Source: an optimization exercise on an open RTL-to-GDS flow (aim: small area, a short achievable clock period and few clock cycles). Production flows keep margins and buffers that such runs may drop. Only simulation tests tie the RTL to the original design; equivalence was not proved. Power is estimated from default activity; no workload was simulated.

<file path="flow/config.mk">
export PLATFORM = sky130hd
export DESIGN_NAME = ARM_SingleCycle_CPU
export DESIGN_NICKNAME = ARM_SingleCycle_CPU
export VERILOG_FILES = /design/flow/design.v
export SDC_FILE = /design/flow/constraint.sdc
export NUM_CORES = 4
export LEC_CHECK = 0
export CAP_MARGIN = 20
export CORE_MARGIN = 2
export CORE_UTILIZATION = 40
export CTS_BUF_LIST = sky130_fd_sc_hd__clkbuf_8
export PLACE_DENSITY = 0.6
export SLEW_MARGIN = 20
export SYNTH_HIERARCHICAL = 1
export TNS_END_PERCENT = 20
</file>
<file path="flow/constraint.sdc">
create_clock -name core_clock -period 14.0 [get_ports {i_CLK}]
set_input_delay 2.8000 -clock core_clock [delete_from_list [all_inputs] [get_ports {i_CLK}]]
set_output_delay 2.8000 -clock core_clock [all_outputs]
set_load 0.01 [all_outputs]
</file>
<file path="flow/design.v">
module	ARM_AddressAdder
	(input logic[31:0]	i_Base,
	input logic[11:0]	i_Offset,
	output logic[31:0]	o_Address);
	logic[11:0]		s_G[4:0];
	logic[11:0]		s_P[4:0];
	logic[11:0]		s_X;
	logic[11:0]		s_C;
	logic[19:0]		s_Ones[5:0];
	assign s_X		= i_Base[11:0] ^ i_Offset;
	assign s_G[0]	= i_Base[11:0] & i_Offset;
	assign s_P[0]	= s_X;
	genvar	l, k;
	generate
		for (l = 0; l < 4; l++)
		begin : carry_level
			for (k = 0; k < 12; k++)
			begin : bit_k
				if (k >= (1 << l))
				begin
					assign s_G[l + 1][k] = s_G[l][k] | (s_P[l][k] & s_G[l][k - (1 << l)]);
					assign s_P[l + 1][k] = s_P[l][k] & s_P[l][k - (1 << l)];
				end
				else
				begin
					assign s_G[l + 1][k] = s_G[l][k];
					assign s_P[l + 1][k] = s_P[l][k];
				end
			end
		end
		assign s_Ones[0] = {i_Base[30:12], 1'b1};
		for (l = 0; l < 5; l++)
		begin : ones_level
			for (k = 0; k < 20; k++)
			begin : bit_k
				if (k >= (1 << l))
					assign s_Ones[l + 1][k] = s_Ones[l][k] & s_Ones[l][k - (1 << l)];
				else
					assign s_Ones[l + 1][k] = s_Ones[l][k];
			end
		end
	endgenerate
	assign s_C = {s_G[4][10:0], 1'b0};
	assign o_Address[11:0]	= s_X ^ s_C;
	assign o_Address[31:12]	= i_Base[31:12] ^ ({20{s_G[4][11]}} & s_Ones[5]);
endmodule
module	ARM_ConditionCheck
	(input logic[3:0]	i_Cond,
	input logic			i_N, i_Z, i_C, i_V,
	output logic		o_Pass);
	logic		s_Base;
	always_comb
	begin
		case (i_Cond[3:1])
			3'b000:		s_Base = i_Z;
			3'b001:		s_Base = i_C;
			3'b010:		s_Base = i_N;
			3'b011:		s_Base = i_V;
			3'b100:		s_Base = i_C & ~i_Z;
			3'b101:		s_Base = i_N == i_V;
			3'b110:		s_Base = ~i_Z & (i_N == i_V);
			default:	s_Base = 1'b1;
		endcase
	end
	assign o_Pass = (i_Cond == 4'b1110) | (s_Base ^ i_Cond[0]);
endmodule
module ARM_SingleCycle_CPU
	#(parameter	BusWidth	= 32)
	(input logic		i_CLK, i_RESET,
	input logic[(BusWidth - 1):0]	i_Instr,
	output logic[(BusWidth - 1):0]	o_PC,
	output logic[(BusWidth - 1):0]	o_Data_Address,
	output logic					o_Mem_Write,
	output logic[(BusWidth - 1):0]	o_Write_Data,
	input logic[(BusWidth - 1):0]	i_Read_Data);
	logic[3:0]	s_Cond, s_Cmd, s_Rn, s_Rd, s_Rm;
	logic[1:0]	s_Op;
	logic		s_I, s_S;
	assign s_Cond	= i_Instr[31:28];
	assign s_Op		= i_Instr[27:26];
	assign s_I		= i_Instr[25];
	assign s_Cmd	= i_Instr[24:21];
	assign s_S		= i_Instr[20];
	assign s_Rn		= i_Instr[19:16];
	assign s_Rd		= i_Instr[15:12];
	assign s_Rm		= i_Instr[3:0];
	logic		s_DP, s_Mem, s_Branch, s_Load;
	assign s_DP		= ~s_Op[1] & ~s_Op[0];
	assign s_Mem	= ~s_Op[1] &  s_Op[0];
	assign s_Branch	=  s_Op[1];
	assign s_Load	= s_Mem & s_S;
	logic		s_Sub, s_Logic, s_Cmp;
	assign s_Sub	= s_DP & s_Cmd[1];
	assign s_Logic	= s_DP & ~s_Cmd[1] & (s_Cmd[3] == s_Cmd[2]);
	assign s_Cmp	= s_Cmd[3] & s_Cmd[1];
	logic[31:0]	s_PC;
	logic		s_N, s_Z, s_C, s_V;
	logic[31:0]	s_PC_Plus4, s_PC_Plus8;
	assign s_PC_Plus4 = s_PC + 32'd4;
	assign s_PC_Plus8 = s_PC + 32'd8;
	logic		s_Cond_Pass;
	ARM_ConditionCheck	ConditionCheck
		(s_Cond, s_N, s_Z, s_C, s_V, s_Cond_Pass);
	logic[31:0]	s_RD1, s_RD2, s_Result;
	logic		s_Reg_Write;
	logic[3:0]	s_RA2;
	assign s_RA2 = s_Op[0] ? s_Rd : s_Rm;
	logic[31:0]	s_Regs[14:0];
	logic[14:0]	s_Valid;
	logic[14:0]	s_Write;
	logic[15:0]	s_Sel1, s_Sel2;
	always_comb
	begin
		for (int i = 0; i < 15; i++)
			s_Write[i] = s_Reg_Write & (s_Rd == i);
	end
	always_ff	@(posedge i_CLK, posedge i_RESET)
	begin
		if (i_RESET)	s_Valid <= 15'd0;
		else			s_Valid <= s_Valid | s_Write;
	end
	always_ff	@(posedge i_CLK)
	begin
		for (int i = 0; i < 15; i++)
			if (s_Write[i])	s_Regs[i] <= s_Result;
	end
	always_comb
	begin
		for (int i = 0; i < 15; i++)
		begin
			s_Sel1[i] = ~s_Branch & (s_Rn == i) & s_Valid[i];
			s_Sel2[i] = (s_RA2 == i) & s_Valid[i];
		end
		s_Sel1[15] = s_Branch | (s_Rn == 4'd15);
		s_Sel2[15] = (s_RA2 == 4'd15);
		s_RD1 = {32{s_Sel1[15]}} & s_PC_Plus8;
		s_RD2 = {32{s_Sel2[15]}} & s_PC_Plus8;
		for (int i = 0; i < 15; i++)
		begin
			s_RD1 = s_RD1 | ({32{s_Sel1[i]}} & s_Regs[i]);
			s_RD2 = s_RD2 | ({32{s_Sel2[i]}} & s_Regs[i]);
		end
	end
	logic[31:0]	s_B, s_B_X;
	always_comb
	begin
		case (s_Op)
			2'b00:		s_B = s_I ? {24'b0, i_Instr[7:0]} : s_RD2;
			default:	s_B = {{6{i_Instr[23]}}, i_Instr[23:0], 2'b00};
		endcase
	end
	assign s_B_X = s_B ^ {32{s_Sub}};
	ARM_AddressAdder	AddressAdder
		(s_RD1, i_Instr[11:0],
		o_Data_Address);
	logic[31:0]	s_Sum;
	logic		s_Carry;
	assign {s_Carry, s_Sum} = {1'b0, s_RD1} + {1'b0, s_B_X} + {32'b0, s_Sub};
	logic[31:0]	s_ALU;
	assign s_ALU = s_Logic ? (s_Cmd[3] ? (s_RD1 | s_B) : (s_RD1 & s_B)) : s_Sum;
	assign s_Result = s_Load ? i_Read_Data : s_ALU;
	logic		s_Flag_N, s_Flag_Z, s_Flag_C, s_Flag_V;
	assign s_Flag_N = s_ALU[31];
	assign s_Flag_Z = ~|s_ALU;
	assign s_Flag_C = s_Carry;
	assign s_Flag_V = (s_RD1[31] == s_B_X[31]) & (s_Sum[31] != s_RD1[31]);
	logic		s_Flag_Write;
	assign s_Flag_Write = s_Cond_Pass & s_DP & s_S;
	always_ff	@(posedge i_CLK, posedge i_RESET)
	begin
		if (i_RESET)
		begin
			s_N <= 1'b0;
			s_Z <= 1'b0;
			s_C <= 1'b0;
			s_V <= 1'b0;
		end
		else if (s_Flag_Write)
		begin
			s_N <= s_Flag_N;
			s_Z <= s_Flag_Z;
			if (~s_Logic)
			begin
				s_C <= s_Flag_C;
				s_V <= s_Flag_V;
			end
		end
	end
	logic		s_Writes_Rd, s_PC_Src;
	assign s_Writes_Rd	= (s_DP & ~s_Cmp) | s_Load;
	assign s_Reg_Write	= s_Cond_Pass & s_Writes_Rd;
	assign s_PC_Src		= s_Cond_Pass & (s_Branch | ((s_DP | s_Load) & (s_Rd == 4'd15)));
	always_ff	@(posedge i_CLK, posedge i_RESET)
	begin
		if (i_RESET)	s_PC <= 32'd0;
		else			s_PC <= s_PC_Src ? s_Result : s_PC_Plus4;
	end
	assign o_PC				= s_PC;
	assign o_Mem_Write		= s_Cond_Pass & s_Mem & ~s_S;
	assign o_Write_Data		= s_RD2;
endmodule
</file>
<file path="flow/flow/run.sh">
#!/bin/bash
# The standard layout with two changes to the timing repair: the port
# buffers start as buf_2 (repair resizes them as needed) and the repair aims
# for 6 ns of setup slack at the 14 ns clock.
set -euo pipefail
export BUFFER_PORTS_ARGS="-buffer_cell sky130_fd_sc_hd__buf_2"
export SETUP_SLACK_MARGIN=6
bash standard.sh > standard_flow.log 2>&1
</file>
<file path="flow/standard.sh">
#!/bin/bash
# synth_recipe.tcl (not shown) runs the flow's synth.tcl, then flattens the netlist and writes it again
# the make line also repeats each setting of config.mk as NAME=value (left out here)
make -C /OpenROAD-flow-scripts/flow DESIGN_CONFIG=/design/flow/config.mk WORK_HOME=/design/flow/orfs CLKGATE_MAP_FILE= SYNTH_SCRIPT=/design/flow/synth_recipe.tcl "${@:-finish}"
</file>
==> flow_summary.yaml, run 1 <==
sta:
  fmax_mhz: 108
  fin_crit_sh_pct: 66.2
  fin_worst_skew_ns: 0.0464
  setup_viol: 0
  fin_ws_ns: 4.74
  fin_hold_ws_ns: 0.555
  final_max_slew_viol_count: 0
  finalSetupTns_ns: 0
  rsz0062_at_grt: "true"
  slew_headroom_pct: 20.3
  tightest_slew_ns: 1.20
  min_period_ns: 9.26
  hold_violations: 0
critical_path:
  slowest_delay_ns: 0.47
  endpoint_kind: "primary output"
  required_ns: 11.20
  critPathKind: "in2out"
  cp_common_cell: "buf_12"
  crit_fanout: 17
  crit_arrival_ns: 6.46
  cp_cell_sequence: "buf_12, and2_4, and3_4, buf_6, a22oi_1, nand2_1, a211oi_2, nand2_4, fa_2, a211oi_4, nor2_4, o31ai_4, a31oi_4, buf_12, buf_16, ha_4, xor2_2, buf_2"
  start_kind: "input pin"
  r2r_cells: 20
  cpMaxStageDelayCell: "fa_2"
finish:
  layout-drive-gt1-share_pct: 29.1
  layout_common_cells: "edfxtp_1 (480), a22oi_1 (201), buf_4 (194)"
  layout_commonest_cell: "edfxtp_1"
  finalNetCount: 3097
  syn_to_final_growth_pct: 24.7
yosys:
  yosysTopAreaCell: "edfxtp_1"
  syn_inst: 2668
  syn_nets: 2782
  syn_area_um2: 29900
  ys.warnings.count: 13
  synth_flop_cell: "edfxtp_1"
  synthTopCellsByArea: "edfxtp_1 (48%), a22oi_1 (5.1%), dfrtp_1 (4.3%)"
  ys_seq_area_share_pct: 52.5
  synth_edf_count: 480
  async_flop_share_pct: 9.60
  ys_ff_latch: 531
  avgSynthCellArea_um2: 11.2
  synth.top_cell.area_share_pct: 48.2
  ys_types: 110
placed_design:
  hpwl_mm: 102
  portBuffers: 162
  post-place-ws_ns: 3.39
  finalWeightedCongestion: 1.04
outcome:
  outcome: "complete, no violations"
route:
  met2_length_mm: 67.6
  via_per_inst: 7.43
  first_pass_iters: 10
  totalWireLength_mm: 165
  first_iter_violations: 6171
  ant_nets: 0
  highest_layer: "met5"
  wl_met1_mm: 55.9
  dr_wl_met3_mm: 27.4
  wl_per_cell_um: 41.0
  vias: 29902
  drc: 0
clock_tree:
  clk_latency_ns: 0.74
  cts_tree: "done"
  cts.htree.levels: 3
  holdBufCountCts: 0
  clock_sinks: 531
  clk_pin_slew_ns: 0.05
  numCtsBuffers: 89
  cts_buffer_depth: 3
  clockRootBuffer: "clkbuf_8"
grt:
  grt_max_degree: 64
  grtUsageTotal_pct: 40.8
  antenna_found_initial: 7
  grt_pass1_vias: 28084
  gr-total-overflow: 0
  grt_pass1_wl_mm: 220
pwr:
  sequentialPowerShare_pct: 34.9
  finalPower_mw: 6.51
  ir_drop_v: 0.0000694
  switchingPower_mw: 2.74
  p_int_mw: 3.78
  leakage_nw: 13.3
  p_per_area_nw_per_um2: 175
  clock_power_share_pct: 22.4
  switching_share_pct: 42.0
  pwr-share-comb_pct: 42.8
floorplanning:
  start_util_pct: 40.3
  die_y_um: 277
  placementRows: 100
  coreArea_um2: 74200
  fp.dieArea_um2: 77000
  die_x_um: 277
  ios: 163
hold_path:
  whs_path_depth: 2
  hold_path_class: "reg2reg"
run:
  max_cap_viol_count: 0
[per-stage QoR]
stage	instance area (um2)	util, %	instances
floorplan	30300	-	2668
global route	37300	50.3	4024
CTS	35800	48.3	3954
global placement	32300	43.5	3709
detailed placement	32300	43.5	3709
finish	37300	50.3	4027
[synthesized netlist by cell type, types with 42 or more instances]
library cell  number
a22o_1            59
nand4_1           47
o21ai_0          122
and3_1            57
nand3_1           75
nand2_1          187
ha_1              46
a32oi_1           42
edfxtp_1         480
xor2_1            59
xnor2_1           66
a22oi_1          205
dfrtp_1           51
clkbuf_1         154
nor2_1           158
a222oi_1          53
a21oi_1          121
[logic make-up (layout without fill, tap and decap cells)]
kind of cell,count (synthesis),after routing,synth area share [%]
mux,35,36,1.31
simple gates,761,764,13.5
fa+ha+maj,64,64,2.60
flops,531,531,52.5
other cells,0,4,0
xor+xnor,125,125,3.66
compound gates,934,934,23.4
buf+inv,218,600,3.01
[Yosys stat by module, one instance, submodules excluded]
module / copies in the design / flip-flops and latches
ARM_AddressAdder: 1 / 0
ARM_ConditionCheck: 1 / 0
ARM_SingleCycle_CPU: 1 / 531
[final timing paths]
| path | start | to | slack, ns |
|---|---|---|---|
| hold reg to reg | s_V | s_V | 0.55 |
| max in group asynchronous | i_RESET | s_Valid[4] | 10.88 |
| min in group asynchronous | i_RESET | s_N | 2.35 |
| hold / removal | s_V | s_V | 0.55 |
| setup reg to reg | s_PC[8] | s_PC[25] | 7.16 |
| setup / recovery | i_Instr[19] | o_Data_Address[13] | 4.74 |
[registers in the layout, summed over array words and instances (netlist names)]
| signal | flops |
|---|---|
| s_Valid | 15 |
| s_V | 1 |
| s_N | 1 |
| s_Z | 1 |
| s_C | 1 |
| s_PC | 32 |
| s_Regs | 480 |
[what timing repair did]
action | 4_1_cts | 5_1_grt
cloned | 7 | 6
setup buffers | 76 | 63
gates resized for setup | 222 | 177
pin swaps | 48 | 91
endpoints found under the setup margin | 437 | 319
[power groups by stage]
stage / logic, mW / registers [mW] / clock network [mW]
final: 2.79 / 2.27 / 1.46
after global routing: 2.84 / 2.27 / 1.53
after CTS: 2.48 / 2.25 / 1.45
after detailed placement: 2.26 / 2.29 / 0
after global placement: 2.24 / 2.29 / 0
after floorplan: 1.27 / 2.22 / 0
[worst max-delay path: cells and delay by family]
kind | cells | cell delay [ns]
xor+xnor | 1 | 0.13
simple gates | 5 | 0.92
compound gates | 5 | 1.10
buf+inv | 5 | 0.83
fa+ha+maj | 2 | 0.62
[metal layers]
metal | vias up | track usage [%]
met5 | - | 0.313
met4 | 2 | 27.6
met3 | 870 | 17.5
met2 | 3087 | 58.8
met1 | 14489 | 49.2
li1 | 11454 | -
[area by class of cell]
| class | instances | area (um2) |
|---|---|---|
| fill | 6566 | 36900 |
| sequential | 531 | 15700 |
| multi-input combinational | 1923 | 15000 |
| timing repair buffer | 416 | 3480 |
| clock buffer | 92 | 1270 |
| tap | 969 | 1210 |
| clock inverter | 70 | 548 |
| inverter | 22 | 82.6 |
| antenna | 4 | 10.0 |
Testbench counts, summed over its fixed seeds: cycles 76,800.
==> run 2: changes to the inputs <==
==> flow/flow/run.sh (replaced) <==
#!/bin/bash
# The standard layout with two changes to the timing repair: the port
# buffers start as buf_2 (repair resizes them as needed) and the repair aims
# for 7 ns of setup slack at the 14 ns clock.
set -euo pipefail
export BUFFER_PORTS_ARGS="-buffer_cell sky130_fd_sc_hd__buf_2"
export SETUP_SLACK_MARGIN=7
bash standard.sh > standard_flow.log 2>&1
--- a/flow/config.mk
+++ b/flow/config.mk
@@ -6,4 +6,5 @@
 export NUM_CORES = 4
 export LEC_CHECK = 0
+export ABC_AREA = 1
 export CAP_MARGIN = 20
 export CORE_MARGIN = 2
==> flow_summary.yaml, run 2 <==
outcome:
  outcome: "complete, no violations"
sta:
  fin_worst_skew_ns: 0.0703
  min_period_ns: 8.58
  tightest_slew_ns: 1.05
  hold_violations: 0
  finalSetupTns_ns: 0
  rsz0062_at_grt: "true"
  slew_headroom_pct: 29.9
  fmax_mhz: 117
  fin_crit_sh_pct: 61.3
  setup_viol: 0
  fin_ws_ns: 5.42
  final_max_slew_viol_count: 0
yosys:
  yosysTopAreaCell: "edfxtp_1"
  async_flop_share_pct: 9.60
  syn_area_um2: 30800
  yosysMostFrequentCell: "nand2_1"
  syn_nets: 3785
  ys_ff_latch: 531
  synth.top_cell.area_share_pct: 46.9
  synthTopCellsByCount: "nand2_1 (1,164), edfxtp_1 (480), inv_1 (364)"
  synthTopCellsByArea: "edfxtp_1 (47%), nand2_1 (14%), inv_1 (4.4%)"
  synth_flop_cell: "edfxtp_1"
  ys_seq_area_share_pct: 51.0
  ys_types: 66
  syn_inst: 3671
  avgSynthCellArea_um2: 8.38
  ys.warnings.count: 13
  synth_edf_count: 480
grt:
  gr-total-overflow: 0
  grt_pass1_vias: 30824
  grtUsageTotal_pct: 40.8
  antenna_found_initial: 8
  grt_max_degree: 57
  grt_pass1_wl_mm: 225
placed_design:
  finalWeightedCongestion: 1.01
  post-place-ws_ns: 3.99
  post_dp_cell_area_um2: 33200
  portBuffers: 162
  hpwl_mm: 99.1
finish:
  layout_commonest_cell: "nand2_1"
  layout_common_cells: "nand2_1 (1,030), edfxtp_1 (480), inv_1 (357)"
  reg_top3: "s_Regs x480, s_PC x32, s_Valid x15"
  regMostFlops: "s_Regs"
  finalNetCount: 4379
  syn_to_final_growth_pct: 38.3
  postLayoutCellArea_um2: 42500
  layout-drive-gt1-share_pct: 28.8
  largest_register_ff_count: 480
  fin_util_pct: 55.9
  fillers: 6589
route:
  totalWireLength_mm: 168
  drc: 0
  wl_per_cell_um: 31.3
  first_iter_violations: 5971
  vias: 33438
  first_pass_iters: 9
  ant_nets: 0
  via_per_inst: 6.23
pwr:
  leakage_nw: 17.8
  clock_power_share_pct: 23.3
  sequentialPowerShare_pct: 35.3
  p_per_area_nw_per_um2: 144
  switching_share_pct: 41.3
  switchingPower_mw: 2.52
  pwr-share-comb_pct: 41.4
  ir_drop_v: 0.0000708
  p_int_mw: 3.58
  finalPower_mw: 6.11
clock_tree:
  cts_tree: "done"
  clk_latency_ns: 0.76
  cts_buffer_depth: 3
  clockRootBuffer: "clkbuf_8"
  clk_pin_slew_ns: 0.05
  numCtsBuffers: 91
  holdBufCountCts: 0
  cts.htree.levels: 3
  clock_sinks: 531
floorplanning:
  coreArea_um2: 76100
  die_y_um: 281
  die_x_um: 281
  ios: 163
  fp.dieArea_um2: 79100
  start_util_pct: 40.4
  placementRows: 101
critical_path:
  crit_fanout: 5
  critPathKind: "in2out"
  crit_arrival_ns: 5.78
  start_kind: "input pin"
  required_ns: 11.20
  endpoint_kind: "primary output"
run:
  max_cap_viol_count: 0
hold_path:
  hold_path_class: "reg2reg"
## run 2: cells by family (layout without fill, tap and decap cells)
| family | count (synthesis) | after routing | synth area share, % |
|---|---|---|---|
| DFF | 531 | 531 | 51.0 |
| and+or+nand+nor | 1964 | 1969 | 27.2 |
| adders and majority gates | 49 | 49 | 2.04 |
| xor gates and xnor gates | 73 | 73 | 2.08 |
| other | 0 | 7 | 0 |
| AOI/OAI and AO/OA | 544 | 544 | 10.9 |
| buffers and inverters | 510 | 1167 | 6.82 |
## run 2: worst paths after layout
path	endpoint	startpoint	cells past startpoint	slack [ns]
min in group asynchronous	s_Z	i_RESET	3	2.27
max in group asynchronous	s_PC[3]	i_RESET	3	11.13
max reg2reg	s_Regs[5][31]	s_PC[8]	21	8.19
min	s_V	s_V	2	0.53
max	o_Data_Address[14]	i_Instr[19]	23	5.42
min reg2reg	s_V	s_V	2	0.53
## run 2: area by class of cell
cell class              count  area [um2]  share of cell area, %
multi-input cells        2635       15800                   37.2
flip-flops and latches    531       15700                   36.9
repair buffers            599        5890                   13.8
inverters                 398        1980                   4.66
well taps                1030        1290                   3.03
clock buffers              93        1280                   3.01
clock inverters            68         467                   1.10
repair inverters            9         111                  0.262
diodes                      7        17.5                 0.0412
## run 2: metrics by stage
stage	std cells	hold WS [ns]
global placement	4828	0.504
finish	5370	0.527
floorplan	3671	0.440
CTS	5288	0.539
detailed placement	4828	0.505
global route	5365	0.560
## run 2: per-module statistics from Yosys, one instance, submodules excluded
module               flops+latches  cells inside
ARM_AddressAdder                 0           262
ARM_ConditionCheck               0            31
ARM_SingleCycle_CPU            531          3378
## run 2: metal layers
| layer | up-vias | routed length [um] | GRT usage, % |
|---|---|---|---|
| met3 | 1008 | 26800 | 16.6 |
| li1 | 13739 | - | - |
| met5 | - | 174 | 1.77 |
| met2 | 3133 | 67600 | 58.6 |
| met4 | 8 | 17800 | 33.1 |
| met1 | 15550 | 55600 | 47.9 |
## run 2: power by group through the flow
stage / combinational, mW / sequential (mW) / clock (mW)
floorplan: 1.04 / 2.16 / 0
detailed placement: 1.90 / 2.18 / 0
global placement: 1.91 / 2.18 / 0
global route: 2.62 / 2.16 / 1.48
CTS: 2.30 / 2.15 / 1.42
finish: 2.53 / 2.16 / 1.42
## run 2: critical path, cell delays in order
cell      delay (ns)
buf_6           0.13
inv_6           0.09
nor3_4          0.05
buf_4           0.16
nand2_8         0.16
o22ai_1         0.15
a221oi_4        0.24
nand2_2         0.12
nor2_4          0.31
inv_2           0.11
ha_4            0.27
nand2_2         0.06
nand2_2         0.06
nand2_2         0.08
nand2_4         0.06
nand2_4         0.09
nand3_4         0.20
buf_6           0.21
buf_16          0.13
nand2_2         0.05
nand2_1         0.05
nand2_1         0.06
buf_2           0.13
## run 2: timing repair
action / in CTS / in global routing
pin swaps: 162 / 158
buffers inserted: 278 / 68
endpoints found under the hold margin: 0 / 0
gates resized for setup: 728 / 233
cloned: 21 / 6
endpoints found under the setup margin: 518 / 281
==> run 3: changes to the inputs <==
==> flow/flow/run.sh (replaced) <==
#!/bin/bash
# The standard layout with two changes to the timing repair: the port
# buffers start as buf_2 (repair resizes them as needed) and the repair aims
# for 5 ns of setup slack at the 14 ns clock.
set -euo pipefail
export BUFFER_PORTS_ARGS="-buffer_cell sky130_fd_sc_hd__buf_2"
export SETUP_SLACK_MARGIN=5
bash standard.sh > standard_flow.log 2>&1
--- a/flow/config.mk
+++ b/flow/config.mk
@@ -11,5 +11,7 @@
 export CORE_UTILIZATION = 40
 export CTS_BUF_LIST = sky130_fd_sc_hd__clkbuf_8
-export PLACE_DENSITY = 0.6
+export CTS_CLUSTER_DIAMETER = 50
+export CTS_CLUSTER_SIZE = 14
+export PLACE_DENSITY = 0.75
 export SLEW_MARGIN = 20
 export SYNTH_HIERARCHICAL = 1
==> flow_summary.yaml, run 3 <==
outcome:
  outcome: "complete, no violations"
floorplanning:
  die_x_um: 281
  start_util_pct: 40.4
  fp.dieArea_um2: 79100
  placementRows: 101
  die_y_um: 281
  ios: 163
  coreArea_um2: 76100
grt:
  gr-total-overflow: 0
  grt_pass1_wl_mm: 199
  grt_max_degree: 57
  grtUsageTotal_pct: 35.6
  grt_pass1_vias: 28515
  antenna_found_initial: 15
sta:
  tightest_slew_ns: 1.18
  min_period_ns: 9.11
  fin_hold_ws_ns: 0.513
  final_max_slew_viol_count: 0
  rsz0062_at_grt: "false"
  fin_crit_sh_pct: 65.1
  fin_worst_skew_ns: 0.0641
  hold_violations: 0
  setup_viol: 0
  fmax_mhz: 110
  slew_headroom_pct: 21.1
  finalSetupTns_ns: 0
clock_tree:
  cts_buffer_depth: 3
  clock_sinks: 531
  clockRootBuffer: "clkbuf_8"
  numCtsBuffers: 52
  clk_latency_ns: 0.75
  clk_pin_slew_ns: 0.07
  cts_tree: "done"
  cts.htree.levels: 2
yosys:
  yosysMostFrequentCell: "nand2_1"
  ys_ff_latch: 531
  avgSynthCellArea_um2: 8.38
  ys.warnings.count: 13
  yosysTopAreaCell: "edfxtp_1"
  syn_area_um2: 30800
  synth.top_cell.area_share_pct: 46.9
  synthTopCellsByArea: "edfxtp_1 (47%), nand2_1 (14%), inv_1 (4.4%)"
  synth_edf_count: 480
  syn_inst: 3671
  ys_seq_area_share_pct: 51.0
  async_flop_share_pct: 9.60
  synthTopCellsByCount: "nand2_1 (1,164), edfxtp_1 (480), inv_1 (364)"
  syn_nets: 3785
  synth_flop_cell: "edfxtp_1"
  ys_types: 66
pwr:
  leakage_nw: 14.5
  p_per_area_nw_per_um2: 149
  ir_drop_v: 0.0000828
finish:
  regMostFlops: "s_Regs"
  finalNetCount: 3995
  layout_common_cells: "nand2_1 (1,156), edfxtp_1 (480), inv_1 (375)"
  layout-drive-gt1-share_pct: 13.3
  largest_register_ff_count: 480
  syn_to_final_growth_pct: 13.0
  stdcell_count: 4953
  layout_commonest_cell: "nand2_1"
  reg_top3: "s_Regs x480, s_PC x32, s_Valid x15"
critical_path:
  crit_fanout: 14
  r2r_setup_slack_ns: 7.41
  required_ns: 11.20
  critPathKind: "in2out"
  endpoint_kind: "primary output"
  crit_arrival_ns: 6.31
  start_kind: "input pin"
  r2r_cells: 28
route:
  first_iter_violations: 5933
  via_per_inst: 6.18
  wl_per_cell_um: 29.3
  first_pass_iters: 10
  vias: 30595
  drc: 0
  totalWireLength_mm: 145
  ant_nets: 0
placed_design:
  hpwl_mm: 95.4
  placed_cells: 4821
  finalWeightedCongestion: 1.04
  portBuffers: 162
hold_path:
  whs_path_depth: 2
  hold_path_class: "reg2reg"
run:
  max_cap_viol_count: 0
-- run 3: cell counts after synthesis --
No cell type changed its count.
-- run 3: final timing paths --
path	start	end
max reg2reg	s_PC[3]	s_Regs[0][30]
min in group asynchronous	i_RESET	s_PC[31]
max	i_Instr[13]	o_Write_Data[21]
min	s_Z	s_Z
min reg2reg	s_Z	s_Z
max in group asynchronous	i_RESET	s_Valid[8]
-- run 3: per-stage QoR --
| step | area (um2) | power, mW | worst slack, ns | utilization [%] |
|---|---|---|---|---|
| floorplan | 30800 | 3.18 | 5.80 | - |
| global placement | 33000 | 3.99 | 3.86 | 43.3 |
| detailed placement | 33000 | 4.00 | 3.77 | 43.4 |
| CTS | 34400 | 5.01 | 4.97 | 45.2 |
| global route | 34800 | 5.31 | 4.98 | 45.7 |
| finish | 34800 | 5.16 | 4.89 | 45.7 |
-- run 3: area by class of cell --
cell class | instances | area, um2
clock inverter | 39 | 304
clock buffer | 54 | 743
sequential | 531 | 15700
multi-input combinational | 2631 | 13400
fill | 7437 | 41300
antenna | 3 | 7.51
tap | 1030 | 1290
timing repair buffer | 267 | 1720
inverter | 398 | 1600
-- run 3: Yosys stat by module, one instance, submodules excluded --
module,flops+latches,copies in the design,area (um2)
ARM_AddressAdder,0,1,1290
ARM_ConditionCheck,0,1,129
ARM_SingleCycle_CPU,531,1,29300
-- run 3: worst max-delay path: stages --
cell      delay, ns
buf_2          0.13
inv_1          0.30
nand2_1        0.09
nand2_1        0.12
nand2_2        0.10
nor2_2         0.51
nand2_2        0.36
inv_1          0.47
buf_4          0.44
a32o_1         0.21
a211oi_1       0.06
nand3_1        0.46
buf_2          0.24
-- run 3: power by group --
| group | internal [mW] | switching (mW) | leakage (nW) |
|---|---|---|---|
| Sequential | 2.03 | 0.148 | 4.89 |
| Combinational | 0.535 | 1.44 | 8.99 |
| Clock | 0.414 | 0.600 | 0.598 |
| Total | 2.98 | 2.18 | 14.5 |
-- run 3: cell families (layout without fill, tap and decap cells) --
| kind of cell | count (synthesis) | count (layout) | share of synthesized area, % |
|---|---|---|---|
| other | 0 | 3 | 0 |
| buffers and inverters | 510 | 758 | 6.82 |
| and+or+nand+nor | 1964 | 1965 | 27.2 |
| adders and majority gates | 49 | 49 | 2.04 |
| xor gates and xnor gates | 73 | 73 | 2.08 |
| AOI/OAI and AO/OA | 544 | 544 | 10.9 |
| DFF | 531 | 531 | 51.0 |
-- run 3: repair_timing --
item / CTS / global route
resized for setup: 53 / 47
hold buffers: 0 / 0
pin swaps: 4 / 12
buffers inserted: 15 / 19
setup endpoints to repair: 32 / 38
cloned: 1 / 1
-- run 3: layer usage --
layer | global-route usage [%] | vias to the layer above | share of wire (%)
li1 | - | 12903 | -
met3 | 15.1 | 827 | 18
met4 | 26.7 | 25 | 9.4
met5 | 0.794 | - | 0.19
met2 | 51.2 | 2951 | 40
met1 | 42.3 | 13889 | 32
==> run 4: changes to the inputs <==
==> flow/flow/run.sh (replaced) <==
#!/bin/bash
# The standard layout with two changes to the timing repair: the port
# buffers start as buf_2 (repair resizes them as needed) and the repair aims
# for 6 ns of setup slack at the 14 ns clock.
set -euo pipefail
export BUFFER_PORTS_ARGS="-buffer_cell sky130_fd_sc_hd__buf_2"
export SETUP_SLACK_MARGIN=6
bash standard.sh > standard_flow.log 2>&1
==> flow_summary.yaml, run 4 <==
finish:
  syn_to_final_growth_pct: 20.8
  fin_util_pct: 48.9
  reg_top3: "s_Regs x480, s_PC x32, s_Valid x15"
  layout-drive-gt1-share_pct: 19.0
  layout_commonest_cell: "nand2_1"
  largest_register_ff_count: 480
  regArea_um2: 15700
  multi_input_comb_area_um2: 14200
  finalNetCount: 4110
  layout_common_cells: "nand2_1 (1,104), edfxtp_1 (480), inv_1 (352)"
  fillers: 7067
  regMostFlops: "s_Regs"
grt:
  grt_pass1_wl_mm: 207
  antenna_found_initial: 13
  grtUsageTotal_pct: 36.9
  grt_pass1_vias: 29642
  grt_max_degree: 57
  gr-total-overflow: 0
sta:
  fin_crit_sh_pct: 61.5
  tightest_slew_ns: 1.20
  hold_violations: 0
  rsz0062_at_grt: "true"
  min_period_ns: 8.61
  slew_headroom_pct: 19.3
  setup_viol: 0
  fin_worst_skew_ns: 0.0659
  final_max_slew_viol_count: 0
  fmax_mhz: 116
  finalSetupTns_ns: 0
pwr:
  p_per_area_nw_per_um2: 146
  switchingPower_mw: 2.29
  clock_power_share_pct: 19.0
  ir_drop_v: 0.0000734
  p_int_mw: 3.13
  pwr-share-comb_pct: 40.9
  switching_share_pct: 42.2
  leakage_nw: 15.5
  sequentialPowerShare_pct: 40.1
yosys:
  ys_ff_latch: 531
  synthTopCellsByCount: "nand2_1 (1,164), edfxtp_1 (480), inv_1 (364)"
  synth_edf_count: 480
  syn_nets: 3785
  avgSynthCellArea_um2: 8.38
  syn_inst: 3671
  ys.warnings.count: 13
  synthAdderAreaFrac_pct: 2.04
  yosysTopAreaCell: "edfxtp_1"
  async_flop_share_pct: 9.60
  synth_xor_area_share_pct: 2.08
  synth-compound-area-share_pct: 10.9
  synthTopCellsByArea: "edfxtp_1 (47%), nand2_1 (14%), inv_1 (4.4%)"
  synth-simple-area-share_pct: 27.2
  synth_flop_cell: "edfxtp_1"
  yosysMostFrequentCell: "nand2_1"
  ys_seq_area_share_pct: 51.0
  synth.top_cell.area_share_pct: 46.9
  synth_top_family_by_area: "simple AND/OR/NAND/NOR gates"
  ys_types: 66
  synth.area.mux_share_pct: 0
  syn_area_um2: 30800
clock_tree:
  clk_latency_ns: 0.79
  numCtsBuffers: 51
  holdBufCountCts: 0
  cts_buffer_depth: 3
  clock_sinks: 531
  clk_pin_slew_ns: 0.07
  cts_tree: "done"
  clockRootBuffer: "clkbuf_8"
  cts.htree.levels: 2
critical_path:
  r2r_cells: 24
  critPathKind: "in2out"
  required_ns: 11.20
  cpMaxStageDelayCell: "a2111oi_0"
  slowest_delay_ns: 0.62
  cp_cell_sequence: "buf_12, inv_12, nand3_4, nor2_4, buf_4, bufbuf_16, nand2_1, nand2_1, a2111oi_0, nand3_2, nand4_1, nor2_1, nand2_4, nand2_2, nand2_1, buf_2"
  start_kind: "input pin"
  cp_common_cell: "nand2_1"
  endpoint_kind: "primary output"
  critPathBufInv: 5
  cp.depth: 16
  cp_top_family: "simple AND/OR/NAND/NOR gates"
  crit_fanout: 14
  crit_arrival_ns: 5.81
floorplanning:
  start_util_pct: 40.4
  die_y_um: 281
  placementRows: 101
  die_x_um: 281
  fp.dieArea_um2: 79100
  ios: 163
  coreArea_um2: 76100
route:
  totalWireLength_mm: 149
  vias: 31989
  drc: 0
  ant_nets: 0
  wl_per_cell_um: 29.4
  via_per_inst: 6.31
  first_iter_violations: 6344
  first_pass_iters: 10
outcome:
  outcome: "complete, no violations"
placed_design:
  finalWeightedCongestion: 1.02
  portBuffers: 162
  hpwl_mm: 92.9
run:
  max_cap_viol_count: 0
hold_path:
  hold_path_class: "reg2reg"
  whs_path_depth: 2
run 4: final timing paths:
path                              from                  to  slack, ns
setup / recovery           i_Instr[27]  o_Data_Address[20]       5.39
hold / removal                     s_Z                 s_Z       0.51
setup reg to reg               s_PC[3]       s_Regs[9][29]       7.76
hold reg to reg                    s_Z                 s_Z       0.51
max in group asynchronous      i_RESET          s_Valid[8]      11.18
min in group asynchronous      i_RESET            s_PC[31]       2.24
run 4: power groups by stage:
| stage | sequential [mW] | clock, mW | combinational [mW] |
|---|---|---|---|
| global placement | 2.20 | 0 | 1.80 |
| global route | 2.17 | 1.07 | 2.31 |
| detailed placement | 2.20 | 0 | 1.81 |
| floorplan | 2.16 | 0 | 1.03 |
| CTS | 2.16 | 1.01 | 2.03 |
| finish | 2.17 | 1.03 | 2.22 |
run 4: cell type report:
cell class	count	share of cell area, %
clock buffer	51	1.89
timing repair buffer	380	8.45
clock inverter	29	0.842
sequential	531	42.2
multi-input combinational	2634	38.3
tap	1030	3.47
inverter	398	4.78
antenna	13	0.0875
run 4: cells by family (layout without fill, tap and decap cells):
| logic type | after synthesis | after routing |
|---|---|---|
| compound gates | 544 | 544 |
| xor+xnor | 73 | 73 |
| fa+ha+maj | 49 | 49 |
| buf+inv | 510 | 858 |
| flops | 531 | 531 |
| other cells | 0 | 13 |
| simple gates | 1964 | 1968 |
run 4: per-layer routing:
| layer | wire length, um | up-vias | global-route usage, % |
|---|---|---|---|
| met5 | 255 | - | 0.794 |
| met4 | 15300 | 22 | 28.9 |
| met3 | 27600 | 1031 | 20.0 |
| met2 | 57900 | 3253 | 51.0 |
| met1 | 47700 | 14525 | 42.1 |
| li1 | - | 13158 | - |
run 4: per-stage QoR:
stage               hold slack [ns]  power, mW  cell area (um2)  worst slack (ns)  std cells
floorplan                     0.440       3.18            30800              6.02       3671
global placement              0.485       4.00            33000              3.85       4822
detailed placement            0.495       4.01            33000              3.65       4822
CTS                           0.514       5.20            36700              5.60       5041
global route                  0.537       5.55            37100              5.37       5055
finish                        0.512       5.42            37200              5.39       5066
run 4: modules after synthesis, one instance, submodules excluded:
module               times used  cells inside  flops+latches  area (um2)
ARM_AddressAdder              1           262              0        1290
ARM_ConditionCheck            1            31              0         129
ARM_SingleCycle_CPU           1          3378            531       29300
run 4: worst min-delay path: cells and delay by family (launching register included):
family           cells  cell delay, ns
DFF                  1            0.37
and+or+nand+nor      2            0.12
run 4: timing repair:
action	in CTS	in global routing
endpoints found under the setup margin	261	132
gates resized for setup	329	58
buffers inserted	127	11
pin swaps	80	29
gates cloned	12	1
==> run 5: changes to the inputs <==
==> flow/flow/run.sh (replaced) <==
#!/bin/bash
# The standard layout with two changes to the timing repair: the port
# buffers start as buf_2 (repair resizes them as needed) and the repair aims
# for 5.5 ns of setup slack at the 14 ns clock.
set -euo pipefail
export BUFFER_PORTS_ARGS="-buffer_cell sky130_fd_sc_hd__buf_2"
export SETUP_SLACK_MARGIN=5.5
bash standard.sh > standard_flow.log 2>&1
==> flow_summary.yaml, run 5 <==
finish:
  fillers: 7225
  regArea_um2: 15700
  layout_common_cells: "nand2_1 (1,138), edfxtp_1 (480), inv_1 (364)"
  layout-drive-gt1-share_pct: 17.0
  largest_register_ff_count: 480
  fin_util_pct: 47.8
  finalNetCount: 4083
  layout_commonest_cell: "nand2_1"
  reg_top3: "s_Regs x480, s_PC x32, s_Valid x15"
  multi_input_comb_area_um2: 13800
  postLayoutCellArea_um2: 36300
  syn_to_final_growth_pct: 18.1
  regMostFlops: "s_Regs"
  stdcell_count: 5044
critical_path:
  critPathKind: "in2out"
  r2r-start: "s_PC[9]"
  crit_fanout: 19
  required_ns: 11.20
  r2r_cells: 24
  r2r_setup_slack_ns: 7.75
  regToRegEndpoint: "s_Regs[11][29]"
  endpoint_kind: "primary output"
  start_kind: "input pin"
  crit_arrival_ns: 5.89
grt:
  grt_max_degree: 57
  gr-total-overflow: 0
  grtUsageTotal_pct: 36.4
  antenna_found_initial: 11
  grt_pass1_vias: 29086
  grt_pass1_wl_mm: 203
sta:
  setup_viol: 0
  hold_violations: 0
  fin_worst_skew_ns: 0.0685
  fin_crit_sh_pct: 62.1
  final_max_slew_viol_count: 0
  fin_ws_ns: 5.31
  fin_hold_ws_ns: 0.511
  slew_headroom_pct: 14.2
  fmax_mhz: 115
  tightest_slew_ns: 1.28
  rsz0062_at_grt: "true"
  finalSetupTns_ns: 0
  min_period_ns: 8.69
yosys:
  yosysTopAreaCell: "edfxtp_1"
  synth.top_cell.area_share_pct: 46.9
  synth_edf_count: 480
  synthTopCellsByArea: "edfxtp_1 (47%), nand2_1 (14%), inv_1 (4.4%)"
  synthTopCellsByCount: "nand2_1 (1,164), edfxtp_1 (480), inv_1 (364)"
  syn_nets: 3785
  synth_flop_cell: "edfxtp_1"
  syn_inst: 3671
  syn_area_um2: 30800
  avgSynthCellArea_um2: 8.38
  ys_types: 66
  yosysMostFrequentCell: "nand2_1"
  async_flop_share_pct: 9.60
  ys_seq_area_share_pct: 51.0
  ys_ff_latch: 531
  ys.warnings.count: 13
placed_design:
  placed_cells: 4821
  finalWeightedCongestion: 1.04
  hpwl_mm: 95.4
  portBuffers: 162
  post_dp_cell_area_um2: 33000
  post-place-ws_ns: 3.77
floorplanning:
  die_y_um: 281
  die_x_um: 281
  coreArea_um2: 76100
  start_util_pct: 40.4
  fp.dieArea_um2: 79100
  placementRows: 101
  ios: 163
route:
  drc: 0
  first_iter_violations: 6379
  wl_per_cell_um: 29.6
  ant_nets: 0
  first_pass_iters: 10
  via_per_inst: 6.29
  vias: 31732
  totalWireLength_mm: 149
pwr:
  switching_share_pct: 42.2
  finalPower_mw: 5.28
  pwr-share-comb_pct: 39.5
  p_int_mw: 3.05
  p_per_area_nw_per_um2: 145
  ir_drop_v: 0.0000853
  clock_power_share_pct: 19.2
  leakage_nw: 15.1
  sequentialPowerShare_pct: 41.3
  switchingPower_mw: 2.23
clock_tree:
  clk_pin_slew_ns: 0.07
  numCtsBuffers: 52
  clk_latency_ns: 0.75
  clock_sinks: 531
  cts_tree: "done"
  cts_buffer_depth: 3
  clockRootBuffer: "clkbuf_8"
  holdBufCountCts: 0
  cts.htree.levels: 2
hold_path:
  whs_path_depth: 2
  holdCritStartpoint: "s_Z"
  hold_path_class: "reg2reg"
  hold-path-endpoint: "s_Z"
outcome:
  outcome: "complete, no violations"
run:
  max_cap_viol_count: 0
==> run 5: cell families (layout without fill, tap and decap cells) <==
logic type / after synthesis / in the layout / share of synthesized area [%]
simple gates: 1964 / 1966 / 27.2
other cells: 0 / 6 / 0
xor+xnor: 73 / 73 / 2.08
fa+ha+maj: 49 / 49 / 2.04
buf+inv: 510 / 845 / 6.82
compound gates: 544 / 544 / 10.9
flops: 531 / 531 / 51.0
==> run 5: how the worst max path moves through the flow <==
stage                      startpoint                 end  slack (ns)  depth (start not counted)
after detailed placement  i_Instr[17]  o_Data_Address[13]        3.77                         19
after global routing      i_Instr[27]  o_Data_Address[21]        5.36                         20
after global placement    i_Instr[17]  o_Data_Address[13]        3.86                         19
final                     i_Instr[15]    o_Write_Data[26]        5.31                         15
after CTS                 i_Instr[26]     o_Write_Data[7]        5.32                         14
after floorplan           i_Instr[17]  o_Data_Address[13]        5.80                         17
==> run 5: critical path, stage by stage <==
cell     delay [ns]
buf_2          0.13
inv_1          0.29
nand2_1        0.09
nand2_1        0.14
nand2_4        0.11
nor2_4         0.26
nand2_4        0.28
inv_2          0.73
nand2_1        0.09
o21ai_0        0.13
nor2_1         0.07
nand2_1        0.06
nor2_1         0.05
nand2_1        0.41
buf_2          0.23
==> run 5: layout make-up <==
cell class                      instances  share of cell area [%]
Sequential cell                       531                    43.2
Multi-Input combinational cell       2632                    38.1
Timing Repair Buffer                  353                    7.50
Inverter                              398                    4.70
Tap cell                             1030                    3.55
Clock buffer                           54                    2.05
Clock inverter                         39                   0.837
Antenna cell                            6                  0.0413
Timing Repair inverter                  1                  0.0310
==> run 5: power by group through the flow <==
stage	logic, mW	clock network [mW]	registers, mW
6_report	2.09	1.02	2.18
3_5_place_dp	1.80	0	2.20
5_1_grt	2.18	1.06	2.18
4_1_cts	1.91	1.01	2.17
3_3_place_gp	1.79	0	2.20
2_1_floorplan	1.02	0	2.16
==> run 5: layer usage <==
layer	vias up	global-route usage, %	wire [um]
met2	3289	51.4	57900
met1	14316	42.5	47800
met4	14	29.2	16100
li1	13086	-	-
met5	-	1.65	198
met3	1027	16.5	27200
==> run 5: Yosys stat by module, one instance, submodules excluded <==
module | copies in the design | cells
ARM_AddressAdder | 1 | 262
ARM_ConditionCheck | 1 | 31
ARM_SingleCycle_CPU | 1 | 3378
==> run 5: what timing repair did <==
action,in CTS,in global routing
buffers inserted,80,35
gates resized for setup,145,126
gates cloned,5,4
endpoints found under the setup margin,92,210
pin swaps,37,30
==> run 6: changes to the inputs <==
--- a/flow/config.mk
+++ b/flow/config.mk
@@ -9,9 +9,9 @@
 export CAP_MARGIN = 20
 export CORE_MARGIN = 2
-export CORE_UTILIZATION = 40
+export CORE_UTILIZATION = 60
 export CTS_BUF_LIST = sky130_fd_sc_hd__clkbuf_8
 export CTS_CLUSTER_DIAMETER = 50
 export CTS_CLUSTER_SIZE = 14
-export PLACE_DENSITY = 0.75
+export PLACE_DENSITY = 0.8
 export SLEW_MARGIN = 20
 export SYNTH_HIERARCHICAL = 1
==> flow_summary.yaml, run 6 <==
critical_path:
  crit_arrival_ns: 5.97
  critPathBufInv: 6
  endpoint_kind: "primary output"
  cpMaxStageDelayCell: "a211oi_1"
  start_kind: "input pin"
  r2r-start: "s_PC[3]"
  critPathKind: "in2out"
  cp_common_cell: "nand2_2"
  slowest_delay_ns: 0.51
  crit_fanout: 19
  cp_cell_sequence: "buf_4, nand2_2, nor2_4, nand3_4, buf_12, inv_12, nand2_1, nand3_1, a211oi_1, nand3_2, buf_4, ha_4, nand2_2, inv_1, nand2_1, nand2_2, nand2_4, nand3_4, ha_4, xor2_1, buf_2"
  cp_top_family: "simple AND/OR/NAND/NOR gates"
  crit_start: "i_Instr[19]"
  required_ns: 11.20
sta:
  slew_headroom_pct: 16.4
  min_period_ns: 8.77
  rsz0062_at_grt: "true"
  fin_ws_ns: 5.23
  hold_violations: 0
  finalSetupTns_ns: 0
  final_max_slew_viol_count: 0
  fin_crit_sh_pct: 62.6
  fmax_mhz: 114
  tightest_slew_ns: 1.24
  setup_viol: 0
  fin_worst_skew_ns: 0.0581
finish:
  largest_register_ff_count: 480
  layout-drive-gt1-share_pct: 16.5
  finalNetCount: 4067
  layout_common_cells: "nand2_1 (1,138), edfxtp_1 (480), inv_1 (353)"
  syn_to_final_growth_pct: 15.8
  reg_top3: "s_Regs x480, s_PC x32, s_Valid x15"
  stdcell_count: 4661
  layout_commonest_cell: "nand2_1"
  regMostFlops: "s_Regs"
run:
  max_cap_viol_count: 0
route:
  wl_per_cell_um: 30.6
  wl_met1_mm: 45.3
  dr_wl_met3_mm: 27.9
  totalWireLength_mm: 143
  via_per_inst: 6.84
  highest_layer: "met5"
  vias: 31882
  first_iter_violations: 6874
  ant_nets: 0
  first_pass_iters: 15
  drc: 0
  met2_length_mm: 56.0
grt:
  grt_pass1_wl_mm: 198
  antenna_found_initial: 9
  grt_max_degree: 57
  gr-total-overflow: 0
  grtUsageTotal_pct: 52.6
  grt_pass1_vias: 29256
pwr:
  switching_share_pct: 42.2
  ir_drop_v: 0.000113
  finalPower_mw: 5.24
  pwr-share-comb_pct: 40.1
  leakage_nw: 14.9
  switchingPower_mw: 2.21
  p_int_mw: 3.03
  sequentialPowerShare_pct: 41.2
  p_per_area_nw_per_um2: 147
  clock_power_share_pct: 18.7
clock_tree:
  cts_tree: "done"
  clk_pin_slew_ns: 0.07
  clk_latency_ns: 0.77
  cts.htree.levels: 2
  clockRootBuffer: "clkbuf_8"
  cts_buffer_depth: 3
  numCtsBuffers: 51
  clock_sinks: 531
yosys:
  synth_edf_count: 480
  syn_inst: 3671
  yosysMostFrequentCell: "nand2_1"
  async_flop_share_pct: 9.60
  ys_seq_area_share_pct: 51.0
  synthTopCellsByCount: "nand2_1 (1,164), edfxtp_1 (480), inv_1 (364)"
  avgSynthCellArea_um2: 8.38
  syn_nets: 3785
  ys_types: 66
  ys.warnings.count: 13
  syn_area_um2: 30800
  synthTopCellsByArea: "edfxtp_1 (47%), nand2_1 (14%), inv_1 (4.4%)"
  ys_ff_latch: 531
  synth.top_cell.area_share_pct: 46.9
  synth_flop_cell: "edfxtp_1"
  yosysTopAreaCell: "edfxtp_1"
floorplanning:
  die_y_um: 230
  fp.dieArea_um2: 53100
  placementRows: 82
  ios: 163
  start_util_pct: 61.1
  die_x_um: 230
  coreArea_um2: 50400
placed_design:
  portBuffers: 162
  placed_cells: 4462
  hpwl_mm: 91.1
  finalWeightedCongestion: 1.03
  post-place-ws_ns: 3.80
hold_path:
  holdCritStartpoint: "s_Z"
  hold_path_class: "reg2reg"
outcome:
  outcome: "complete, no violations"
## run 6: power by group through the flow
stage          Clock, mW  Combinational, mW  Sequential [mW]
2_1_floorplan          0               1.02             2.16
3_3_place_gp           0               1.80             2.18
3_5_place_dp           0               1.80             2.18
4_1_cts            0.953               1.92             2.15
5_1_grt             1.01               2.19             2.16
6_report           0.981               2.10             2.16
## run 6: cells by family after synthesis
| group | Yosys count | synth area share, % |
|---|---|---|
| compound gates | 544 | 10.9 |
| xor+xnor | 73 | 2.08 |
| fa+ha+maj | 49 | 2.04 |
| buf+inv | 510 | 6.82 |
| flops | 531 | 51.0 |
| simple gates | 1964 | 27.2 |
## run 6: worst reg2reg max path, delay by kind of cell (launching register included)
kind / cells / cell delay (ns)
DFF: 1 / 0.70
xor gates and xnor gates: 2 / 0.67
adders and majority gates: 2 / 0.67
buffers and inverters: 3 / 0.26
and+or+nand+nor: 24 / 3.57
AOI/OAI and AO/OA: 3 / 0.73
## run 6: through the flow
stage          hold slack, ns  utilization [%]  cell area (um2)
6_report                0.507             70.7            35600
5_1_grt                 0.548             70.7            35600
4_1_cts                 0.508             69.5            35000
3_5_place_dp            0.486             64.6            32500
3_3_place_gp            0.483             64.6            32500
2_1_floorplan           0.440                -            30800
## run 6: per-layer routing
metal,vias to the layer above,global-route usage (%)
li1,13062,-
met5,-,0.551
met1,14259,62.9
met2,3511,72.6
met4,12,36.5
met3,1038,27.6
## run 6: Yosys stat by module, one instance, submodules excluded
module / cells inside / area [um2] / flip-flops and latches
ARM_SingleCycle_CPU: 3378 / 29300 / 531
ARM_AddressAdder: 262 / 1290 / 0
ARM_ConditionCheck: 31 / 129 / 0
## run 6: repair_timing
action | in CTS | in global routing
gates resized for setup | 173 | 73
gates cloned | 6 | 2
hold buffers | 0 | 0
endpoints found under the setup margin | 71 | 106
buffers inserted | 73 | 29
pin swaps | 36 | 40
## run 6: worst paths after layout
path                                            to  slack, ns  cells after the start
worst max-delay path            o_Data_Address[13]       5.23                     21
worst min register to register                 s_Z       0.51                      2
max in group asynchronous               s_Valid[2]      11.19                      3
worst max register to register                 s_Z       7.35                     34
min in group asynchronous                      s_Z       2.26                      3
worst min-delay path                           s_Z       0.51                      2
## run 6: area by class of cell
class,instances,area [um2]
Clock inverter,28,250
Antenna cell,10,25.0
Timing Repair Buffer,339,2640
Fill cell,3911,14800
Sequential cell,531,15700
Inverter,398,1690
Tap cell,672,841
Clock buffer,51,702
Multi-Input combinational cell,2632,13800
==> run 7: changes to the inputs <==
==> flow/flow/run.sh (replaced) <==
#!/bin/bash
# The standard layout with two changes to the timing repair: the port
# buffers start as buf_2 (repair resizes them as needed) and the repair aims
# for 5.25 ns of setup slack at the 14 ns clock.
set -euo pipefail
export BUFFER_PORTS_ARGS="-buffer_cell sky130_fd_sc_hd__buf_2"
export SETUP_SLACK_MARGIN=5.25
bash standard.sh > standard_flow.log 2>&1
--- a/flow/config.mk
+++ b/flow/config.mk
@@ -9,9 +9,10 @@
 export CAP_MARGIN = 20
 export CORE_MARGIN = 2
-export CORE_UTILIZATION = 60
+export CORE_UTILIZATION = 40
 export CTS_BUF_LIST = sky130_fd_sc_hd__clkbuf_8
-export CTS_CLUSTER_DIAMETER = 50
-export CTS_CLUSTER_SIZE = 14
-export PLACE_DENSITY = 0.8
+export CTS_CLUSTER_DIAMETER = 55
+export CTS_CLUSTER_SIZE = 16
+export GPL_ROUTABILITY_DRIVEN = 0
+export PLACE_DENSITY = 0.75
 export SLEW_MARGIN = 20
 export SYNTH_HIERARCHICAL = 1
==> flow_summary.yaml, run 7 <==
pwr:
  sequentialPowerShare_pct: 42.6
  pwr-share-comb_pct: 39.0
  p_int_mw: 2.97
  switchingPower_mw: 2.15
  switching_share_pct: 42.0
  ir_drop_v: 0.0000730
  clock_power_share_pct: 18.4
  leakage_nw: 14.5
  p_per_area_nw_per_um2: 146
hold_path:
  hold_path_class: "reg2reg"
  holdCritStartpoint: "s_Z"
route:
  wl_per_cell_um: 28.9
  first_pass_iters: 13
  drc: 0
  via_per_inst: 6.46
  ant_nets: 0
  first_iter_violations: 6976
  vias: 32025
  totalWireLength_mm: 143
floorplanning:
  placementRows: 101
  die_y_um: 281
  fp.dieArea_um2: 79100
  coreArea_um2: 76100
  die_x_um: 281
  start_util_pct: 40.4
  ios: 163
clock_tree:
  clockRootBuffer: "clkbuf_8"
  clk_latency_ns: 0.71
  clock_sinks: 531
  cts_buffer_depth: 3
  holdBufCountCts: 0
  cts_tree: "done"
  cts.htree.levels: 2
  numCtsBuffers: 42
  clk_pin_slew_ns: 0.07
critical_path:
  endpoint_kind: "primary output"
  crit_fanout: 12
  r2r_cells: 35
  regToRegEndpoint: "s_Z"
  r2r-start: "s_Valid[7]"
  slowest_delay_ns: 0.43
  required_ns: 11.20
  cp_cell_sequence: "buf_2, inv_1, nand2_1, nand2_1, nand2_2, nor2_2, nand2_2, clkinvlp_4, buf_4, nand2_1, o21ai_0, a21oi_1, nand3_1, nor2_1, nand2_1, buf_2"
  critPathKind: "in2out"
  r2r_setup_slack_ns: 7.45
  cp_common_cell: "nand2_1"
  crit_start: "i_Instr[13]"
  endpoint: "o_Write_Data[24]"
  crit_arrival_ns: 6.25
  start_kind: "input pin"
  cpMaxStageDelayCell: "nor2_2"
grt:
  gr-total-overflow: 0
  antenna_found_initial: 6
  grt_pass1_vias: 29340
  grtUsageTotal_pct: 35.1
  grt_max_degree: 57
  grt_pass1_wl_mm: 198
finish:
  syn_to_final_growth_pct: 13.7
  fin_util_pct: 46.0
  multi_input_comb_area_um2: 13500
  regArea_um2: 15700
  fillers: 7230
  regMostFlops: "s_Regs"
  finalNetCount: 4006
  layout-drive-gt1-share_pct: 13.8
  layout_commonest_cell: "nand2_1"
  stdcell_count: 4958
  layout_common_cells: "nand2_1 (1,153), edfxtp_1 (480), inv_1 (371)"
  reg_top3: "s_Regs x480, s_PC x32, s_Valid x15"
  largest_register_ff_count: 480
yosys:
  syn_inst: 3671
  ys_ff_latch: 531
  syn_nets: 3785
  synthTopCellsByArea: "edfxtp_1 (47%), nand2_1 (14%), inv_1 (4.4%)"
  yosysMostFrequentCell: "nand2_1"
  ys_types: 66
  synth_edf_count: 480
  synth.top_cell.area_share_pct: 46.9
  ys_seq_area_share_pct: 51.0
  async_flop_share_pct: 9.60
  synth_flop_cell: "edfxtp_1"
  yosysTopAreaCell: "edfxtp_1"
  avgSynthCellArea_um2: 8.38
  syn_area_um2: 30800
  synthTopCellsByCount: "nand2_1 (1,164), edfxtp_1 (480), inv_1 (364)"
  ys.warnings.count: 13
outcome:
  outcome: "complete, no violations"
sta:
  fmax_mhz: 110
  min_period_ns: 9.05
  slew_headroom_pct: 17.3
  hold_violations: 0
  rsz0062_at_grt: "true"
  finalSetupTns_ns: 0
  final_max_slew_viol_count: 0
  fin_crit_sh_pct: 64.7
  fin_ws_ns: 4.95
  fin_worst_skew_ns: 0.0596
  setup_viol: 0
  tightest_slew_ns: 1.23
placed_design:
  hpwl_mm: 91.4
  placed_cells: 4822
  post-place-ws_ns: 3.97
  portBuffers: 162
run:
  max_cap_viol_count: 0
run 7: cell counts after synthesis:
Identical to the previous run, type by type.
run 7: how the worst min path moves through the flow:
stage / endpoint / slack [ns] / depth (start not counted)
2_1_floorplan: s_Valid[3] / 0.44 / 2
3_3_place_gp: s_V / 0.49 / 2
3_5_place_dp: s_Z / 0.50 / 2
4_1_cts: s_Z / 0.52 / 2
5_1_grt: s_Z / 0.55 / 2
6_report: s_Z / 0.52 / 2
run 7: layer usage:
layer  track usage [%]  share of wire, %  vias to the layer above
met5              2.20              0.18                        -
met4              28.8                11                        9
met3              19.3                20                     1151
met2              48.4                38                     3535
met1              39.5                30                    14431
li1                  -                 -                    12899
run 7: cell families (layout without fill, tap and decap cells):
family	count (synthesis)	after routing	synth area share, %
XOR/XNOR	73	73	2.08
other	0	7	0
AND/OR/NAND/NOR	1964	1966	27.2
buffers and inverters	510	758	6.82
flip-flops	531	531	51.0
adder cells (fa/ha/maj)	49	49	2.04
AO/OA/AOI/OAI	544	544	10.9
run 7: critical path, delay by kind of cell:
family                 cells  cell delay, ns
AO/OA/AOI/OAI              2            0.17
buffers and inverters      5            1.56
AND/OR/NAND/NOR            9            1.66
run 7: modules after synthesis (local to each module, per instance):
| module | cells | flops+latches |
|---|---|---|
| ARM_ConditionCheck | 31 | 0 |
| ARM_SingleCycle_CPU | 3378 | 531 |
| ARM_AddressAdder | 262 | 0 |
run 7: cell type report:
cell class	count	share of cell area [%]
Sequential cell	531	44.9
Multi-Input combinational cell	2632	38.6
Timing Repair Buffer	287	5.61
Inverter	398	4.65
Tap cell	1030	3.68
Clock buffer	44	1.73
Clock inverter	29	0.794
Antenna cell	7	0.0501
run 7: repair_timing:
action	in CTS	in global routing
endpoints found under the setup margin	39	155
pin swaps	13	10
gates cloned	3	2
resized for setup	93	40
setup buffers	36	14
run 7: per-stage QoR:
step                hold WS [ns]  power (mW)  instance area, um2
floorplan                  0.440        3.18               30800
global placement           0.493        3.95               33000
detailed placement         0.502        3.97               33000
CTS                        0.520        4.92               34600
global route               0.549        5.25               35000
finish                     0.522        5.12               35000
run 7: power groups by stage:
stage          clock network [mW]  logic, mW  registers (mW)
2_1_floorplan                   0       1.02            2.16
3_3_place_gp                    0       1.75            2.20
3_5_place_dp                    0       1.77            2.20
4_1_cts                     0.933       1.83            2.16
5_1_grt                     0.988       2.08            2.18
6_report                    0.941       2.00            2.18
==> run 8: changes to the inputs <==
--- a/flow/config.mk
+++ b/flow/config.mk
@@ -13,5 +13,4 @@
 export CTS_CLUSTER_DIAMETER = 55
 export CTS_CLUSTER_SIZE = 16
-export GPL_ROUTABILITY_DRIVEN = 0
 export PLACE_DENSITY = 0.75
 export SLEW_MARGIN = 20
==> flow_summary.yaml, run 8 <==
outcome:
  outcome: "complete, no violations"
critical_path:
  crit_fanout: 27
  r2r_setup_slack_ns: 7.75
  endpoint_kind: "primary output"
  crit_start: "i_Instr[19]"
  endpoint: "o_Data_Address[31]"
  slowest_delay_ns: 0.55
  start_kind: "input pin"
  critPathBufInv: 5
  r2r-start: "s_Valid[14]"
  required_ns: 11.20
  critPathKind: "in2out"
  crit_arrival_ns: 6.06
  cpMaxStageDelayCell: "nand3_1"
  cp.depth: 17
  cp_top_family: "simple AND/OR/NAND/NOR gates"
  cp_common_cell: "nand2_1"
  regToRegEndpoint: "s_Z"
  r2r_cells: 28
  cp_cell_sequence: "buf_2, inv_1, nand3_2, nor2_2, buf_8, clkinvlp_4, o221ai_1, a2111oi_0, nand3_1, nand2_1, nor2_1, nand3_1, nor3_1, nand2_1, nand2_1, nand2_1, buf_2"
finish:
  layout_common_cells: "nand2_1 (1,146), edfxtp_1 (480), inv_1 (367)"
  layout_commonest_cell: "nand2_1"
  layout-drive-gt1-share_pct: 14.6
  regMostFlops: "s_Regs"
  postLayoutCellArea_um2: 35200
  fillers: 7359
  regArea_um2: 15700
  syn_to_final_growth_pct: 14.6
  reg_top3: "s_Regs x480, s_PC x32, s_Valid x15"
  largest_register_ff_count: 480
  multi_input_comb_area_um2: 13600
  finalNetCount: 4025
yosys:
  avgSynthCellArea_um2: 8.38
  synthTopCellsByArea: "edfxtp_1 (47%), nand2_1 (14%), inv_1 (4.4%)"
  ys_types: 66
  synth_edf_count: 480
  synth.top_cell.area_share_pct: 46.9
  yosysMostFrequentCell: "nand2_1"
  syn_nets: 3785
  syn_area_um2: 30800
  async_flop_share_pct: 9.60
  synthTopCellsByCount: "nand2_1 (1,164), edfxtp_1 (480), inv_1 (364)"
  yosysTopAreaCell: "edfxtp_1"
  synth_flop_cell: "edfxtp_1"
  syn_inst: 3671
  ys.warnings.count: 13
  ys_seq_area_share_pct: 51.0
  ys_ff_latch: 531
sta:
  final_max_slew_viol_count: 0
  rsz0062_at_grt: "true"
  finalSetupTns_ns: 0
  hold_violations: 0
  fmax_mhz: 113
  fin_worst_skew_ns: 0.0577
  setup_viol: 0
  slew_headroom_pct: 18.9
  min_period_ns: 8.86
  fin_ws_ns: 5.14
  fin_crit_sh_pct: 63.3
  tightest_slew_ns: 1.21
floorplanning:
  placementRows: 101
  ios: 163
  coreArea_um2: 76100
  fp.dieArea_um2: 79100
  die_y_um: 281
  start_util_pct: 40.4
  die_x_um: 281
route:
  totalWireLength_mm: 147
  drc: 0
  via_per_inst: 6.26
  vias: 31169
  first_pass_iters: 10
  wl_per_cell_um: 29.5
  first_iter_violations: 5908
  ant_nets: 0
pwr:
  ir_drop_v: 0.0000669
  finalPower_mw: 5.12
  leakage_nw: 14.6
  p_per_area_nw_per_um2: 145
run:
  max_cap_viol_count: 0
clock_tree:
  cts_buffer_depth: 3
  cts.htree.levels: 2
  holdBufCountCts: 0
  clk_pin_slew_ns: 0.07
  numCtsBuffers: 44
  cts_tree: "done"
  clockRootBuffer: "clkbuf_8"
  clk_latency_ns: 0.71
  clock_sinks: 531
grt:
  grt_pass1_vias: 28680
  gr-total-overflow: 0
  grtUsageTotal_pct: 35.9
  grt_max_degree: 57
  antenna_found_initial: 11
  grt_pass1_wl_mm: 201
placed_design:
  post-place-ws_ns: 3.77
  finalWeightedCongestion: 1.04
  hpwl_mm: 95.4
  portBuffers: 162
  post_dp_cell_area_um2: 33000
hold_path:
  holdCritStartpoint: "s_Z"
  hold_path_class: "reg2reg"
## run 8: metrics by stage
step,utilization (%),std cells,hold slack [ns]
after floorplan,-,3671,0.440
after global placement,43.3,4821,0.492
after detailed placement,43.4,4821,0.498
after CTS,45.5,4937,0.518
after global routing,46.3,4969,0.565
final,46.3,4977,0.517
## run 8: routing by layer
layer,part of all wire (%),global-route usage [%]
met4,10,27.7
met1,32,42.4
met2,39,51.2
met5,0.11,0
met3,18,15.7
## run 8: area by class of cell
class                   instances  share of cell area, %
diodes                          9                 0.0639
clock buffers                  44                   1.72
clock inverters                29                  0.763
inverters                     398                   4.63
multi-input cells            2631                   38.5
flip-flops and latches        531                   44.5
well taps                    1030                   3.66
repair buffers                305                   6.14
## run 8: worst min-delay path by stage
stage,endpoint,slack (ns),cells after the start
after floorplan,s_Valid[3],0.44,2
after global placement,s_Z,0.49,2
after detailed placement,s_Z,0.50,2
after CTS,s_Z,0.52,2
after global routing,s_V,0.56,2
final,s_Z,0.52,2
## run 8: worst register-to-register path, delay by kind of cell (launching register included)
| kind | cells | cell delay (ns) |
|---|---|---|
| AOI/OAI and AO/OA | 5 | 1.37 |
| and+or+nand+nor | 18 | 3.00 |
| adders and majority gates | 1 | 0.34 |
| buffers and inverters | 3 | 0.95 |
| DFF | 1 | 0.34 |
| xor gates and xnor gates | 1 | 0.20 |
## run 8: kinds of logic (layout without fill, tap and decap cells)
family,after synthesis,count (layout),synth area share [%]
and+or+nand+nor,1964,1965,27.2
xor gates and xnor gates,73,73,2.08
adders and majority gates,49,49,2.04
buffers and inverters,510,776,6.82
AOI/OAI and AO/OA,544,544,10.9
DFF,531,531,51.0
other,0,9,0
## run 8: modules after synthesis (local to each module, per instance)
| module | copies in the design | cells | flip-flops and latches | cell area (um2) |
|---|---|---|---|---|
| ARM_ConditionCheck | 1 | 31 | 0 | 129 |
| ARM_SingleCycle_CPU | 1 | 3378 | 531 | 29300 |
| ARM_AddressAdder | 1 | 262 | 0 | 1290 |
## run 8: where the power goes
group | total [mW] | switching [mW] | internal (mW) | leakage, nW
sequential | 2.18 | 0.151 | 2.03 | 4.89
combinational | 2.01 | 1.45 | 0.565 | 9.24
clock | 0.924 | 0.560 | 0.363 | 0.487
total | 5.12 | 2.16 | 2.96 | 14.6
## run 8: timing repair
item / CTS / global route
pin swaps: 13 / 17
buffers inserted: 42 / 28
setup endpoints to repair: 57 / 99
cloned: 1 / 3
resized for setup: 88 / 74

-- re-timing with driven ports --
No port has a modelled driver above. Below, the same layouts with a new extraction and two added sets of constraints.
Step 1, drivers: a clkbuf_16 drives i_CLK and a buf_2 each remaining input, both assumed.
Step 2 times the ports against the registers' clock, not the clock port: input delays grow and output delays shrink by t, the midpoint of the rising clock arrivals with the driver on.
Slacks: ideal ports / drivers / drivers and shift; pairs: ideal ports / drivers.
run | t (ns) | slack for setup (ns) | hold WS [ns] | slew at the worst register clock pin (ns) | worst slew at a driven data input, ns
run 1 | 0.768 | 4.735 / 4.675 / 4.675 | 0.555 / 0.555 / 0.555 | 0.08 / 0.08 | 0.15
run 2 | 0.790 | 5.418 / 5.350 / 5.350 | 0.527 / 0.527 / 0.527 | 0.08 / 0.08 | 0.17
run 3 | 0.774 | 4.893 / 4.861 / 4.376 | 0.513 / 0.513 / 0.513 | 0.10 / 0.10 | 0.08
run 4 | 0.825 | 5.393 / 5.296 / 5.042 | 0.512 / 0.512 / 0.512 | 0.10 / 0.10 | 0.10
run 5 | 0.786 | 5.313 / 5.282 / 4.728 | 0.511 / 0.511 / 0.511 | 0.10 / 0.10 | 0.09
run 6 | 0.796 | 5.230 / 5.164 / 4.695 | 0.507 / 0.507 / 0.507 | 0.11 / 0.11 | 0.09
run 7 | 0.750 | 4.947 / 4.911 / 4.351 | 0.522 / 0.522 / 0.522 | 0.12 / 0.12 | 0.05
run 8 | 0.748 | 5.140 / 5.087 / 4.696 | 0.517 / 0.517 / 0.517 | 0.11 / 0.11 | 0.08
After both steps setup and hold are still met in every run listed. For run 7, which loses most, drivers alone change the setup slack by -0.036 ns; drivers and shift together by -0.596 ns.
